From an optimization exercise on the open Yosys and OpenROAD flow, aimed at small area, a short achievable clock period and few clock cycles; shortcuts taken in it are not production practice. Function was checked by simulation only, so behaviour that the tests miss may differ from the original. Power figures rest on the tool's default switching activity, not on a simulated workload.

### flow/run.sh
#!/bin/bash
# synth_recipe.tcl (not shown) runs the flow's synth.tcl, then flattens the netlist and writes it again
# the make line also repeats each setting of config.mk as NAME=value (left out here)
make -C /OpenROAD-flow-scripts/flow DESIGN_CONFIG=/design/flow/config.mk WORK_HOME=/design/flow/orfs CLKGATE_MAP_FILE= SYNTH_SCRIPT=/design/flow/synth_recipe.tcl finish
### flow/design.v
module pipeline (
        input wire clk,
        input wire reset,
        output wire [16-2-1:0] imem_addr,
        input wire [32-1:0] imem_rdata,
        output wire [16-2-1:0] dmem_addr,
        output wire dmem_we,
        output wire [32-1:0] dmem_wdata,
        input wire [32-1:0] dmem_rdata
    );
    genvar gi;
    reg         m_wen;       
    reg  [4:0]  m_rd;
    reg         m_ld;
    reg         m_st;
    reg  [13:0] m_addr;      
    reg  [31:0] m_res;       
    assign dmem_addr  = m_addr;
    assign dmem_we    = m_st;
    assign dmem_wdata = m_res;
    wire [31:0] wb_val = m_ld ? dmem_rdata : m_res;
    wire [1023:32] rf;
    generate
        for (gi = 1; gi < 32; gi = gi + 1) begin : g_rf
            reg [31:0] r;
            always @(posedge clk)
                if (m_wen && m_rd == gi)
                    r <= wb_val;
            assign rf[gi*32 +: 32] = r;
        end
    endgenerate
    reg         x_wen, x_ld, x_st, x_br, x_jalr;    
    reg  [4:0]  x_rd;
    reg  [31:1] x_rs1oh, x_rs2oh;                   
    reg         x_fwd1, x_fwd2;                     
    reg         x_alu;       
    reg         x_sdata;     
    reg         x_isr;       
    reg         x_sub, x_usgn, x_sra, x_mul;
    reg  [2:0]  x_f3;
    reg         x_predtk;    
    reg  [31:0] x_imm;
    reg  [31:2] x_v1;        
    wire [31:0] a, r2;
    generate
        for (gi = 0; gi < 32; gi = gi + 1) begin : g_rd
            wire [31:1] c1, c2;
            genvar k;
            for (k = 1; k < 32; k = k + 1) begin : g_k
                assign c1[k] = x_rs1oh[k] & rf[k*32+gi];
                assign c2[k] = x_rs2oh[k] & rf[k*32+gi];
            end
            assign a[gi]  = (|c1) | (x_fwd1 & m_res[gi]);
            assign r2[gi] = (|c2) | (x_fwd2 & m_res[gi]);
        end
    endgenerate
    wire [31:0] b = x_isr ? r2 : x_imm;
    wire [32:0] ax = {~x_usgn & a[31], a};
    wire [32:0] bx = {~x_usgn & b[31], b} ^ {33{x_sub}};
    wire [32:0] sum;
    pfx_add #(33) u_add (.a(ax), .b(bx), .cin(x_sub), .s(sum));
    wire lt = sum[32];
    wire eq = a == r2;
    wire taken = (x_f3[2] ? lt : eq) ^ x_f3[0];
    wire [31:0] a_rev, sh_rev;
    wire [32:0] sh_out;
    generate
        for (gi = 0; gi < 32; gi = gi + 1) begin : g_rev
            assign a_rev[gi]  = a[31-gi];
            assign sh_rev[gi] = sh_out[31-gi];
        end
    endgenerate
    wire signed [32:0] sh_ext = {x_sra & a[31], x_f3[2] ? a : a_rev};
    assign sh_out = sh_ext >>> b[4:0];
    wire [31:0] pp0 = r2[0] ? a         : 32'b0;
    wire [31:0] pp1 = r2[1] ? {a[30:0], 1'b0} : 32'b0;
    wire [31:0] pp2 = r2[2] ? {a[29:0], 2'b0} : 32'b0;
    wire [31:0] pp3 = r2[3] ? {a[28:0], 3'b0} : 32'b0;
    wire [31:0] pp4 = r2[4] ? {a[27:0], 4'b0} : 32'b0;
    wire [31:0] s1 = pp0 ^ pp1 ^ pp2;
    wire [31:0] c1 = {(pp0[30:0] & pp1[30:0]) | (pp0[30:0] & pp2[30:0]) | (pp1[30:0] & pp2[30:0]), 1'b0};
    wire [31:0] s2 = s1 ^ c1 ^ pp3;
    wire [31:0] c2 = {(s1[30:0] & c1[30:0]) | (s1[30:0] & pp3[30:0]) | (c1[30:0] & pp3[30:0]), 1'b0};
    wire [31:0] s3 = s2 ^ c2 ^ pp4;
    wire [31:0] c3 = {(s2[30:0] & c2[30:0]) | (s2[30:0] & pp4[30:0]) | (c2[30:0] & pp4[30:0]), 1'b0};
    wire [31:0] mul;
    pfx_add #(32) u_mul (.a(s3), .b(c3), .cin(1'b0), .s(mul));
    reg [31:0] alu;
    always @(*) begin
        case (x_f3)
            3'b000: alu = x_mul ? mul : sum[31:0];
            3'b001: alu = sh_rev;
            3'b010: alu = {31'b0, lt};
            3'b011: alu = {31'b0, lt};
            3'b100: alu = a ^ b;
            3'b101: alu = sh_out[31:0];
            3'b110: alu = a | b;
            default: alu = a & b;
        endcase
    end
    wire [31:0] res = x_alu ? alu : x_sdata ? r2 : {x_v1, 2'b00};
    wire redirect = x_jalr || (x_br && (taken ^ x_predtk));
    wire [31:2] redirect_pc = x_jalr ? sum[31:2] : x_v1;
    reg  [31:2] pc;
    wire [31:0] inst = imem_rdata;
    assign imem_addr = pc[16-1:2];
    wire [4:0] opc = inst[6:2];
    wire [2:0] f3  = inst[14:12];
    wire [4:0] rd  = inst[11:7];
    wire [4:0] rs1 = inst[19:15];
    wire [4:0] rs2 = inst[24:20];
    wire op_r     = opc == 5'b01100;
    wire op_i     = opc == 5'b00100;
    wire op_lui   = opc == 5'b01101;
    wire op_auipc = opc == 5'b00101;
    wire op_ld    = opc == 5'b00000;
    wire op_st    = opc == 5'b01000;
    wire op_jal   = opc == 5'b11011;
    wire op_jalr  = opc == 5'b11001;
    wire op_br    = opc == 5'b11000;
    wire op_sys   = opc == 5'b11100;
    wire [31:0] imm_i = {{20{inst[31]}}, inst[31:20]};
    wire [31:0] imm_s = {{20{inst[31]}}, inst[31:25], inst[11:7]};
    wire [31:0] imm_b = {{19{inst[31]}}, inst[31], inst[7], inst[30:25], inst[11:8], 1'b0};
    wire [31:0] imm_u = {inst[31:12], 12'b0};
    wire [31:0] imm_j = {{11{inst[31]}}, inst[31], inst[19:12], inst[20], inst[30:21], 1'b0};
    wire [31:2] pc4   = pc + 30'd1;
    wire [31:2] imm_pc = !inst[2] ? imm_b[31:2] : inst[3] ? imm_j[31:2] : imm_u[31:2];
    wire [31:2] pcimm;
    pfx_add #(30) u_pcadd (.a(pc), .b(imm_pc), .cin(1'b0), .s(pcimm));
    wire predtk = op_jal || (op_br && inst[31]);
    wire use1 = !(op_lui || op_auipc || op_jal);
    wire use2 = op_r || op_st || op_br;
    wire wen  = rd != 5'd0 && (op_r || op_i || op_lui || op_auipc || op_ld ||
                               op_jal || op_jalr || op_sys);
    wire stall = x_ld && ((use1 && rs1 == x_rd) || (use2 && rs2 == x_rd));
    wire fwd1 = x_wen && use1 && rs1 == x_rd;
    wire fwd2 = x_wen && use2 && rs2 == x_rd;
    wire [31:1] rs1oh, rs2oh;
    generate
        for (gi = 1; gi < 32; gi = gi + 1) begin : g_oh
            assign rs1oh[gi] = use1 && !fwd1 && rs1 == gi;
            assign rs2oh[gi] = use2 && !fwd2 && rs2 == gi;
        end
    endgenerate
    wire [31:2] v1 = op_lui  ? imm_u[31:2] :
                     op_sys  ? 30'b0 :
                     (op_auipc || (op_br && !predtk)) ? pcimm : pc4;
    wire alu_op = op_r || op_i;
    always @(posedge clk) begin
        if (reset)
            pc <= 32'h200 >> 2;
        else if (redirect)
            pc <= redirect_pc;
        else if (!stall)
            pc <= predtk ? pcimm : pc4;
        if (reset || redirect || stall) begin
            x_wen  <= 1'b0;
            x_ld   <= 1'b0;
            x_st   <= 1'b0;
            x_br   <= 1'b0;
            x_jalr <= 1'b0;
        end else begin
            x_wen  <= wen;
            x_ld   <= op_ld;
            x_st   <= op_st;
            x_br   <= op_br;
            x_jalr <= op_jalr;
        end
        x_rd    <= rd;
        x_rs1oh <= rs1oh;
        x_rs2oh <= rs2oh;
        x_fwd1  <= fwd1;
        x_fwd2  <= fwd2;
        x_alu   <= alu_op;
        x_sdata <= op_st;
        x_isr   <= op_r || op_br;
        x_sub   <= op_br || (alu_op && f3[2:1] == 2'b01) || (op_r && f3 == 3'b000 && inst[30]);
        x_usgn  <= op_br ? f3[1] : f3[0];
        x_sra   <= f3[2] && inst[30];
        x_mul   <= op_r && inst[25];
        x_f3    <= (op_r || op_i || op_br) ? f3 : 3'b000;
        x_predtk <= predtk;
        x_imm   <= op_st ? imm_s : imm_i;
        x_v1    <= v1;
        if (reset) begin
            m_wen <= 1'b0;
            m_ld  <= 1'b0;
            m_st  <= 1'b0;
        end else begin
            m_wen <= x_wen;
            m_ld  <= x_ld;
            m_st  <= x_st;
        end
        m_rd   <= x_rd;
        m_addr <= sum[16-1:2];
        m_res  <= res;
    end
endmodule
module pfx_add #(parameter W = 32) (
        input  wire [W-1:0] a,
        input  wire [W-1:0] b,
        input  wire         cin,
        output wire [W-1:0] s
    );
    wire [W-1:0] p0 = a ^ b;
    reg  [W-1:0] g, p;
    integer i, d;
    always @(*) begin
        g = a & b;
        p = p0;
        g[0] = g[0] | (p[0] & cin);
        for (d = 1; d < W; d = d * 2)
            for (i = W - 1; i >= d; i = i - 1) begin
                g[i] = g[i] | (p[i] & g[i-d]);
                p[i] = p[i] & p[i-d];
            end
    end
    assign s = p0 ^ {g[W-2:0], cin};
endmodule
### flow/constraint.sdc
create_clock -name core_clock -period 10.0 [get_ports {clk}]
set_input_delay 2.0000 -clock core_clock [delete_from_list [all_inputs] [get_ports {clk}]]
set_output_delay 2.0000 -clock core_clock [all_outputs]
set_load 0.01 [all_outputs]
### flow/config.mk
export PLATFORM = sky130hd
export DESIGN_NAME = pipeline
export DESIGN_NICKNAME = pipeline
export VERILOG_FILES = /design/flow/design.v
export SDC_FILE = /design/flow/constraint.sdc
export NUM_CORES = 4
export LEC_CHECK = 0
export CAP_MARGIN = 20
export CORE_MARGIN = 2
export CORE_UTILIZATION = 30
export PLACE_DENSITY = 0.45
export SLEW_MARGIN = 20
==> flow_metrics.py <==
metrics = {
    "worst_setup_path": {
        "cp-startpoint": "x_rs2oh[11]",
        "worstSetupPathType": "reg -> reg",
        "critical_path.cell_chain": "buf_4 > a22oi_1 > nand3_1 > or4_1 > nor2_1 > nor2_1 > xor2_1 > ha_1 > nand4_1 > or3_1 > a211o_1 > nand3_1 > a21oi_1 > o21ai_0 > mux2i_1 > o21a_2 > o21a_1 > nor3_1 > a221o_1",
        "cp_max_fo": 17,
        "crit_buf_inv": 1,
        "slowest_stage": "dfxtp_2",
        "cp_data_required_time_ps": 10720,
        "r2r-start": "x_rs2oh[11]",
        "cp_top_family": "simple AND/OR/NAND/NOR gates",
        "setup.worst_path.start_class": "flop",
        "slowest_delay_ps": 980,
        "endpoint_kind": "flop",
        "cp_data_arrival_time_ps": 8520,
    },
    "cts": {
        "htree_levels": 4,
        "hold_buffers": 0,
        "clk_latency_ps": 820,
        "clock_tree.root_cell": "clkbuf_16",
        "clock_tree.buffer_depth": 3,
        "clk_pin_slew_ps": 60,
        "cts_tree": "built",
        "postCtsSetupRepairBufs": 0,
        "cts_buffers": 138,
        "cts_sinks": 1203,
        "cts_resized": 0,
    },
    "global_routing": {
        "use_met1": 0.415,
        "antenna_found_initial": 21,
        "grt_pass1_vias": 53800,
        "grt_overflow": 0,
        "use_met2": 0.481,
        "busiest_layer": "met2",
        "use_met3": 0.104,
        "grt_max_degree": 60,
        "grt.total_usage": 0.324,
        "grt_pass1_wl_um": 478000,
    },
    "sta": {
        "period_needed_ps": 7790,
        "final-setup-viol-count": 0,
        "fin_setup_tns_ps": 0,
        "slew_headroom": 0.129,
        "slew_viol_final": 0,
        "hold_violations": 0,
        "rsz0062_at_grt": "false",
        "timing.hold.ws_ps": 407,
        "tightest_slew_ps": 1310,
        "fmax_ghz": 0.128,
        "fin_skew_ps": 68.1,
        "fin_crit_sh": 0.779,
    },
    "placed_design": {
        "gp_congestion": 0.977,
        "place_inst": 8327,
        "hpwlAfterDp_um": 225000,
        "port_buffers": 124,
    },
    "floorplan": {
        "io_pins": 127,
        "die-area_um2": 215000,
        "die_y_um": 464,
        "fp.dieW_um": 464,
        "rows": 168,
        "start_util": 0.302,
        "coreArea_um2": 210000,
    },
    "drt": {
        "wire_per_inst_um": 42.1,
        "dr_total_vias": 57100,
        "ant_nets": 0,
        "via_per_inst": 6.65,
        "wirelength_um": 362000,
        "route.detailed.drc": 0,
        "first_pass_iters": 7,
        "drt_iter0_drc": 10900,
    },
    "power_and_ir_drop": {
        "ir_worst_vdd_mv": 0.184,
        "p_per_area_nw_per_um2": 176,
        "p_leak_nw": 24.9,
    },
    "synthesis": {
        "synth_edf_count": 992,
        "yosysSeqAreaShare": 0.536,
        "ys_ff_latch": 1203,
        "synth_top_area_cell": "edfxtp_1",
        "ys_async_sr_fraction": 0,
        "syn_nets": 5871,
        "synth_area_um2": 63500,
        "synth_cell_types": 94,
        "avgSynthCellArea_um2": 11.4,
        "synth.area.top_cells": "edfxtp_1 47%, a22oi_1 12%, dfxtp_1 6.7%, ha_1 3.2%, fa_1 2.7%",
        "synthCells": 5558,
        "synth_top_area_share": 0.469,
        "ys.warnings.count": 4,
        "synth_ff_type": "edfxtp_1",
    },
    "finish": {
        "fillers": 20700,
        "drive_gt1_frac": 0.122,
        "area_growth_pct": 15.4,
        "fin_util": 0.349,
        "instances_no_fill": 8589,
        "finalNetCount": 5975,
    },
    "outcome": {
        "status": "finished clean",
    },
    "hold_path": {
        "hp-start": "x_rd[1]",
        "holdCritPathClass": "reg -> reg",
    },
    "flow_run": {
        "cap_violations": 0,
    },
}
logic make-up (layout without fill, tap and decap cells):
logic type / Yosys count / after routing / share of synthesized area
AO/OA/AOI/OAI: 1849 / 1849 / 0.208
AND/OR/NAND/NOR: 1379 / 1379 / 0.108
flip-flops: 1203 / 1203 / 0.536
buffers and inverters: 588 / 804 / 0.0423
adder cells (fa/ha/maj): 247 / 247 / 0.0590
XOR/XNOR: 180 / 180 / 0.0248
multiplexers: 112 / 112 / 0.0226
other: 0 / 10 / 0
final cells by class:
cell class,count,area [um2],share of cell area
Clock buffer,181,3750,0.0512
Timing Repair Buffer,372,3180,0.0434
Inverter,180,691,0.00944
Clock inverter,71,842,0.0115
Antenna cell,10,25.0,0.000342
Tap cell,2805,3510,0.0479
Multi-Input combinational cell,3767,27100,0.370
Sequential cell,1203,34100,0.466
where the power goes:
part | switching (W) | internal [W]
clock network | 0.00224 | 0.00296
registers | 0.000129 | 0.00556
logic | 0.00140 | 0.000621
per-layer routing:
metal | vias to the layer above | routed length (um)
met2 | 5074 | 153000
met5 | - | 122
met4 | 16 | 25000
met3 | 1254 | 47800
met1 | 28700 | 136000
li1 | 22100 | -
synth_stat cells (58+ instances only):
cell type,count
nor3_1,58
clkbuf_1,185
buf_2,110
o21ai_0,154
nand4_1,265
dfxtp_1,211
nand3_1,70
ha_1,160
a21o_1,71
a21oi_1,214
fa_1,87
nand2_1,383
edfxtp_1,992
a22oi_1,1008
xnor2_1,125
nor2_1,369
inv_1,159
a211oi_1,72
state kept, by name (all words and copies together), names as in the netlist, 3 cells and up:
name	count
x_v1	30
m_res	32
x_rs1oh	31
x_rd	5
x_rs2oh	31
x_imm	12
pc	30
m_rd	5
m_addr	14
g_rf.r	992
x_f3	3
cells in the final DEF, fill, tap and decap left out, types with 72 or more instances in the layout:
| cell type | Yosys | layout |
|---|---|---|
| nand4_1 | 265 | 265 |
| o21ai_0 | 154 | 153 |
| a211oi_1 | 72 | 72 |
| nand2_1 | 383 | 383 |
| a21oi_1 | 214 | 213 |
| clkbuf_16 | 0 | 140 |
| xnor2_1 | 125 | 125 |
| nor2_1 | 369 | 336 |
| fa_1 | 87 | 87 |
| clkdlybuf4s50_1 | 0 | 124 |
| edfxtp_1 | 992 | 992 |
| a22oi_1 | 1008 | 1008 |
| dfxtp_1 | 211 | 140 |
| inv_1 | 159 | 158 |
| buf_4 | 39 | 242 |
| ha_1 | 160 | 160 |
stage by stage:
| stage | instance area, um2 | setup slack, ps | total power, W |
|---|---|---|---|
| after floorplan | 63500 | 4190 | 0.00679 |
| after global placement | 68600 | 2400 | 0.00775 |
| after detailed placement | 68600 | 2390 | 0.00775 |
| after CTS | 73200 | 2430 | 0.0129 |
| after global routing | 73200 | 2070 | 0.0132 |
| final | 73200 | 2210 | 0.0129 |
final timing paths:
check        endpoint  slack (ps)  cells past startpoint
max            pc[11]        2210                     19
min           m_rd[1]         410                      0
max reg2reg    pc[11]        2210                     19
min reg2reg   m_rd[1]         410                      0
worst reg2reg max path: cells and delay by family, from the launching register on:
kind | cells | cell delay, ps
flip-flops | 1 | 980
XOR/XNOR | 1 | 110
AO/OA/AOI/OAI | 7 | 2390
multiplexers | 1 | 250
adder cells (fa/ha/maj) | 1 | 450
AND/OR/NAND/NOR | 8 | 2820
buffers and inverters | 1 | 760
Testbench counts, summed over its fixed seeds: cycles 152,409.

static timing again, ports no longer ideal:
The flow's constraints put no driver on any port. The routed layout listed below was extracted and timed again, unchanged, in two steps. Step 1 assumes that a clkbuf_16 drives the clock port and a buf_2 every other input. Step 2, shift: input delay + t, output delay - t, t = (earliest + latest rising clock arrival at the registers) / 2. This alone moves slack from input paths to output paths. a / b / c = ideal ports / drivers / drivers and shift; a / b = the first two.
t (ns): 0.871
setup WS [ns]: 2.207 / 2.207 / 2.207
worst register clock-pin slew, ns: 0.07 / 0.07
After both steps setup and hold are still met in this run. The setup slack of this run moves by 0.000 ns with the drivers and by 0.000 ns with both steps.
